This design comes from an exercise in tuning for small area, a short achievable clock period and few clock cycles on the open sky130 flow, not from production work. In this exercise RTL edits were held to simulation tests only and were not proved equivalent to the original. Power and IR drop assume default switching activity.

==> flow/design.v <==
`timescale 1ns/100ps
module CPU(clk_i, rst_n_i, ins_i, pc_o, data_from_mem_i, MEM_ctrl_o, mem_write_addr_o, mem_write_data_o);
  input clk_i;
  input rst_n_i;
  input [32 - 1:0] ins_i;
  input [32 - 1:0] data_from_mem_i;
  output [32 - 1:0] pc_o;
  output [2 - 1:0] MEM_ctrl_o;
  output [32 - 1:0] mem_write_addr_o;
  output [32 - 1:0] mem_write_data_o;
  integer i;
  reg  [31:0] pc;
  wire [31:0] pc1 = pc + 32'd1;
  wire [31:0] if_target = pc1 + {{16{ins_i[15]}}, ins_i[15:0]};
  wire if_beq = (ins_i[31:26] == 6'b000100);
  wire if_j   = (ins_i[31:26] == 6'b000010);
  wire        mispredict;
  wire [31:0] ex_fall;
  always @(posedge clk_i) begin
    if (~rst_n_i)        pc <= 32'd0;
    else if (mispredict) pc <= ex_fall;
    else if (if_beq)     pc <= if_target;
    else if (if_j)       pc <= {pc1[31:28], 2'b00, ins_i[25:0]};
    else                 pc <= pc1;
  end
  assign pc_o = pc;
  reg        id_valid;
  reg [31:0] id_ins;
  reg [31:0] id_pc1;
  reg [31:1] id_rs_oh;
  reg [31:1] id_rt_oh;
  always @(posedge clk_i) begin
    id_valid <= rst_n_i & ~mispredict;
    id_ins   <= ins_i;
    id_pc1   <= pc1;
    for (i = 1; i < 32; i = i + 1) begin
      id_rs_oh[i] <= (ins_i[25:21] == i);
      id_rt_oh[i] <= (ins_i[20:16] == i);
    end
  end
  wire [5:0] id_op   = id_ins[31:26];
  wire [4:0] id_rs   = id_ins[25:21];
  wire [4:0] id_rt   = id_ins[20:16];
  wire [4:0] id_rd   = id_ins[15:11];
  wire [5:0] id_fn   = id_ins[5:0];
  wire       is_r    = (id_op == 6'b000000);
  wire       is_addi = (id_op == 6'b001000);
  wire       is_lw   = (id_op == 6'b100011);
  wire       is_sw   = (id_op == 6'b101011);
  wire       is_beq  = (id_op == 6'b000100);
  wire       is_imm  = is_addi | is_lw | is_sw;
  wire       r_shl = ~id_fn[5];
  wire       r_slt = id_fn[5] & id_fn[3];
  wire       r_log = id_fn[5] & ~id_fn[3] & id_fn[2];
  wire       r_and = r_log & ~id_fn[0];
  wire       r_or  = r_log & id_fn[0];
  wire       r_sub = id_fn[5] & ~id_fn[3] & ~id_fn[2] & id_fn[1];
  wire       r_add = id_fn[5] & ~id_fn[3] & ~id_fn[2] & ~id_fn[1];
  wire [4:0] id_dest = is_r ? id_rd : id_rt;
  wire       id_rw   = (is_r | is_addi | is_lw) & (id_dest != 5'd0);
  wire       id_sub  = is_beq | (is_r & (r_sub | r_slt));
  reg [31:0] rf [1:31];
  reg [31:0] rf_a, rf_b;
  always @(*) begin
    rf_a = 32'd0;
    rf_b = 32'd0;
    for (i = 1; i < 32; i = i + 1) begin
      rf_a = rf_a | ({32{id_rs_oh[i]}} & rf[i]);
      rf_b = rf_b | ({32{id_rt_oh[i]}} & rf[i]);
    end
  end
  reg        ex_rw, ex_lw, ex_sw, ex_beq;
  reg        ex_add, ex_and, ex_or, ex_slt, ex_shl, ex_cin;
  reg  [4:0] ex_dest;
  reg [31:0] ex_a, ex_x, ex_b;
  wire [31:0] ex_res;
  wire fwd_a = ex_rw & (ex_dest == id_rs);
  wire fwd_b = ex_rw & (ex_dest == id_rt);
  wire [31:0] opa = fwd_a ? ex_res : rf_a;
  wire [31:0] opb = fwd_b ? ex_res : rf_b;
  wire id_go = id_valid & rst_n_i & ~mispredict;
  always @(posedge clk_i) begin
    ex_rw  <= id_go & id_rw;
    ex_lw  <= id_go & is_lw;
    ex_sw  <= id_go & is_sw;
    ex_beq <= id_go & is_beq;
    ex_add <= is_imm | (is_r & (r_add | r_sub));
    ex_and <= is_r & r_and;
    ex_or  <= is_r & r_or;
    ex_slt <= is_r & r_slt;
    ex_shl <= is_r & r_shl;
    ex_cin <= id_sub;
    ex_dest <= id_dest;
    ex_a <= opa;
    ex_x <= is_imm ? {{16{id_ins[15]}}, id_ins[15:0]} : (opb ^ {32{id_sub}});
    ex_b <= is_beq ? id_pc1 : opb;
  end
  wire [31:0] sum = ex_a + ex_x + {31'd0, ex_cin};
  wire [31:0] shl = (|ex_a[31:5]) ? 32'd0 : (ex_x << ex_a[4:0]);
  wire [31:0] alu = ({32{ex_add}} & sum)
                  | ({32{ex_and}} & (ex_a & ex_x))
                  | ({32{ex_or}}  & (ex_a | ex_x))
                  | ({32{ex_slt}} & {31'd0, sum[31]})
                  | ({32{ex_shl}} & shl);
  assign ex_res = ex_lw ? data_from_mem_i : alu;
  assign mispredict = ex_beq & (sum != 32'd0);
  assign ex_fall    = ex_b;
  always @(posedge clk_i) begin
    for (i = 1; i < 32; i = i + 1)
      if (ex_rw && ex_dest == i) rf[i] <= ex_res;
  end
  assign MEM_ctrl_o       = {ex_sw, ex_lw};
  assign mem_write_addr_o = sum;
  assign mem_write_data_o = ex_b;
endmodule
==> flow/run.sh <==
#!/bin/bash
# synth_recipe.tcl (not shown) runs the flow's synth.tcl, then flattens the netlist and writes it again
# the make line also repeats each setting of config.mk as NAME=value (left out here)
make -C /OpenROAD-flow-scripts/flow DESIGN_CONFIG=/design/flow/config.mk WORK_HOME=/design/flow/orfs CLKGATE_MAP_FILE= SYNTH_SCRIPT=/design/flow/synth_recipe.tcl finish
==> flow/config.mk <==
export PLATFORM = sky130hd
export DESIGN_NAME = CPU
export DESIGN_NICKNAME = CPU
export VERILOG_FILES = /design/flow/design.v
export SDC_FILE = /design/flow/constraint.sdc
export NUM_CORES = 4
export LEC_CHECK = 0
export CAP_MARGIN = 20
export CORE_MARGIN = 2
export CORE_UTILIZATION = 40
export SLEW_MARGIN = 20
==> flow/constraint.sdc <==
create_clock -name core_clock -period 8.5 [get_ports {clk_i}]
set_input_delay 1.7000 -clock core_clock [delete_from_list [all_inputs] [get_ports {clk_i}]]
set_output_delay 1.7000 -clock core_clock [all_outputs]
set_load 0.01 [all_outputs]
==> metrics.yaml <==
start_util: 0.403
fp.coreArea_um2: 140000
fin_tns_setup_ns: 0
cts_tree: "done"
synthTopCellsByArea: "edfxtp_1, dfxtp_1, a221oi_1, a22o_1, a22oi_1"
cp_slowest_cell: "dfxtp_2"
worstPathCellList: "inv_1 -> fa_1 -> nand2b_1 -> a2111oi_0 -> o21a_1 -> o2111ai_1 -> a41o_1 -> a211oi_1 -> clkdlybuf4s50_1"
fmax_mhz: 150
seqCellArea_um2: 35300
syn_nets: 4517
ys.flop_type: "edfxtp_1"
grt_setup_unrepaired: "no"
crit_family: "compound AO/OA/AOI/OAI gates"
worst_setup_path_end_kind: "output port"
drc: 0
min_period_over_period: 0.783
route.antenna.remaining_nets: 0
rows: 137
ios: 164
cp.arrival_ns: 4.95
final_cell_mix: "edfxtp_1, a221oi_1, a22o_1"
power_density_nw_per_um2: 228
crit_fanout: 40
grt_max_degree: 66
worst-endpoint-required_ns: 6.80
cts.sink_count: 1262
holdBufCountCts: 0
power.leakage_nw: 22.2
yosysTopAreaCell: "edfxtp_1"
netlist_area_um2: 56300
cts.root.buffer_cell: "clkbuf_16"
die_w_um: 379
multi_input_area_um2: 19900
post-cts-setup-buffers: 0
fill_cells: 12500
vias_per_cell: 7.47
synth.avg_cell_area_um2: 12.9
die-area_um2: 144000
cts_made_buffers: 121
num_vias: 48300
grt_overflow: 0
grtUsageTotal: 0.366
netlist.area_leader.share: 0.530
layout_commonest_cell: "edfxtp_1"
hp-class: "reg2reg"
syn2layout_area_growth_pct: 15.5
hold_viol: 0
nets: 4645
insertion_delay_ns: 0.78
totalWireLength_um: 271000
p_total_mw: 14.8
crit_type: "reg2out"
drtIter0Drc: 11500
clockBufferDepth: 3
wl_per_cell_um: 41.8
grt_pass1_wl_um: 362000
period_needed_ns: 6.65
cap_violations: 0
die_height_um: 379
fin_skew_ns: 0.0386
ys_seq_elements: 1262
portBuffers: 163
antenna_found_initial: 19
dp_hpwl_um: 148000
tightest_slew_ns: 1.30
yosysSeqAreaShare: 0.626
setup_viol: 0
critPathMaxStageDelay_ns: 0.92
synth-edff-count: 992
cts_resized: 0
slew_viol_final: 0
gp_congestion: 0.950
outcome: "complete, no violations"
yosys_warnings: 2
firstDrtPassIters: 12
path_buf_inv: 2
grt_pass1_vias: 44000
clk_pin_slew_ns: 0.07
slew_headroom: 0.133
drive_gt1_frac: 0.119
h-tree-depth: 3
syn_inst: 4351
ys_types: 75
async_flop_share: 0
cp-start-kind: "register"
ir_drop_mv: 0.186
-- path summary, 6_finish.rpt --
| path | from | end | slack, ns | depth (start not counted) |
|---|---|---|---|---|
| max reg2reg | ex_a[1] | ex_x[24] | 2.84 | 14 |
| max | ex_a[1] | mem_write_addr_o[30] | 1.85 | 9 |
| min | id_pc1[19] | ex_b[19] | 0.42 | 2 |
| min reg2reg | id_pc1[19] | ex_b[19] | 0.42 | 2 |
-- tightest hold or removal path, cell delays in order (launching register included) --
cell and delay [ns]:
dfxtp_1 0.30, nand2_1 0.04, o21ai_0 0.05
-- synthesized netlist by cell type (all sizes together), types with 88 or more instances --
library cell	number
a21oi	162
a221oi	333
a22o	319
a22oi	267
clkbuf	255
dfxtp	270
edfxtp	992
ha	97
inv	114
nand2	187
nand4	140
nor2	222
nor3	88
o21ai	136
-- where the power goes --
part	switching [mW]	total (mW)	internal, mW	leakage, nW
combinational	1.29	2.09	0.798	8.71
clock	2.54	5.80	3.26	2.04
sequential	0.202	6.94	6.73	11.5
total	4.03	14.8	10.8	22.2
-- per-layer routing --
layer	routed length (um)	vias up	track usage
met2	110000	5426	0.526
met5	185	-	0
met1	89900	23300	0.445
met4	23400	22	0.239
met3	46700	1576	0.161
li1	-	18100	-
-- metrics by stage --
stage | util | hold WS [ns] | cells | setup slack, ns | instance area, um2
floorplan | - | 0.401 | 4351 | 3.48 | 56300
global placement | 0.435 | 0.411 | 6231 | 2.71 | 60700
CTS | 0.465 | 0.424 | 6461 | 1.86 | 64900
global route | 0.465 | 0.444 | 6462 | 1.63 | 64900
finish | 0.466 | 0.419 | 6474 | 1.85 | 65000
detailed placement | 0.435 | 0.410 | 6231 | 2.68 | 60700
-- flip-flops by register name, indices dropped and copies added, names as in the netlist, 5 cells and up --
signal and cells:
ex_a 32, id_rt_oh 31, id_ins 32, ex_x 32
rf 992, ex_dest 5, id_rs_oh 31, id_pc1 32
pc 32, ex_b 32
-- logic make-up after synthesis --
family / after synthesis / synth area share
simple gates: 866 / 0.0753
flops: 1262 / 0.626
xor+xnor: 116 / 0.0181
buf+inv: 419 / 0.0286
fa+ha+maj: 100 / 0.0226
compound gates: 1489 / 0.205
mux: 99 / 0.0243
-- layout make-up --
type,count,share of cell area
inverters,114,0.00659
repair buffers,310,0.0421
clock buffers,150,0.0507
clock inverters,80,0.0141
diodes,12,0.000462
well taps,1876,0.0361
multi-input cells,2670,0.307
flip-flops and latches,1262,0.543
Testbench counts, summed over its fixed seeds: cycles 112,812.

==> static timing again, ports no longer ideal <==
In the flow no input, the clock included, has a driving cell. The finished layout below was timed again as built, in two steps. Step 1, drivers: a clkbuf_16 drives clk_i and a buf_2 each remaining input, both assumed. Step 2, shift: input delay + t, output delay - t, t = (earliest + latest rising clock arrival at the registers) / 2. This alone moves slack from input paths to output paths. Slacks: no drivers / after step 1 / after step 2; pairs: no drivers / after step 1.
shift t [ns]: 0.845
setup WS [ns]: 1.848 / 1.766 / 2.611
latest minus earliest clock arrival (ns): 0.045 / 0.044
After both steps setup and hold are still met in this run. For this run, drivers alone change the setup slack by -0.082 ns; drivers and shift together by +0.763 ns.
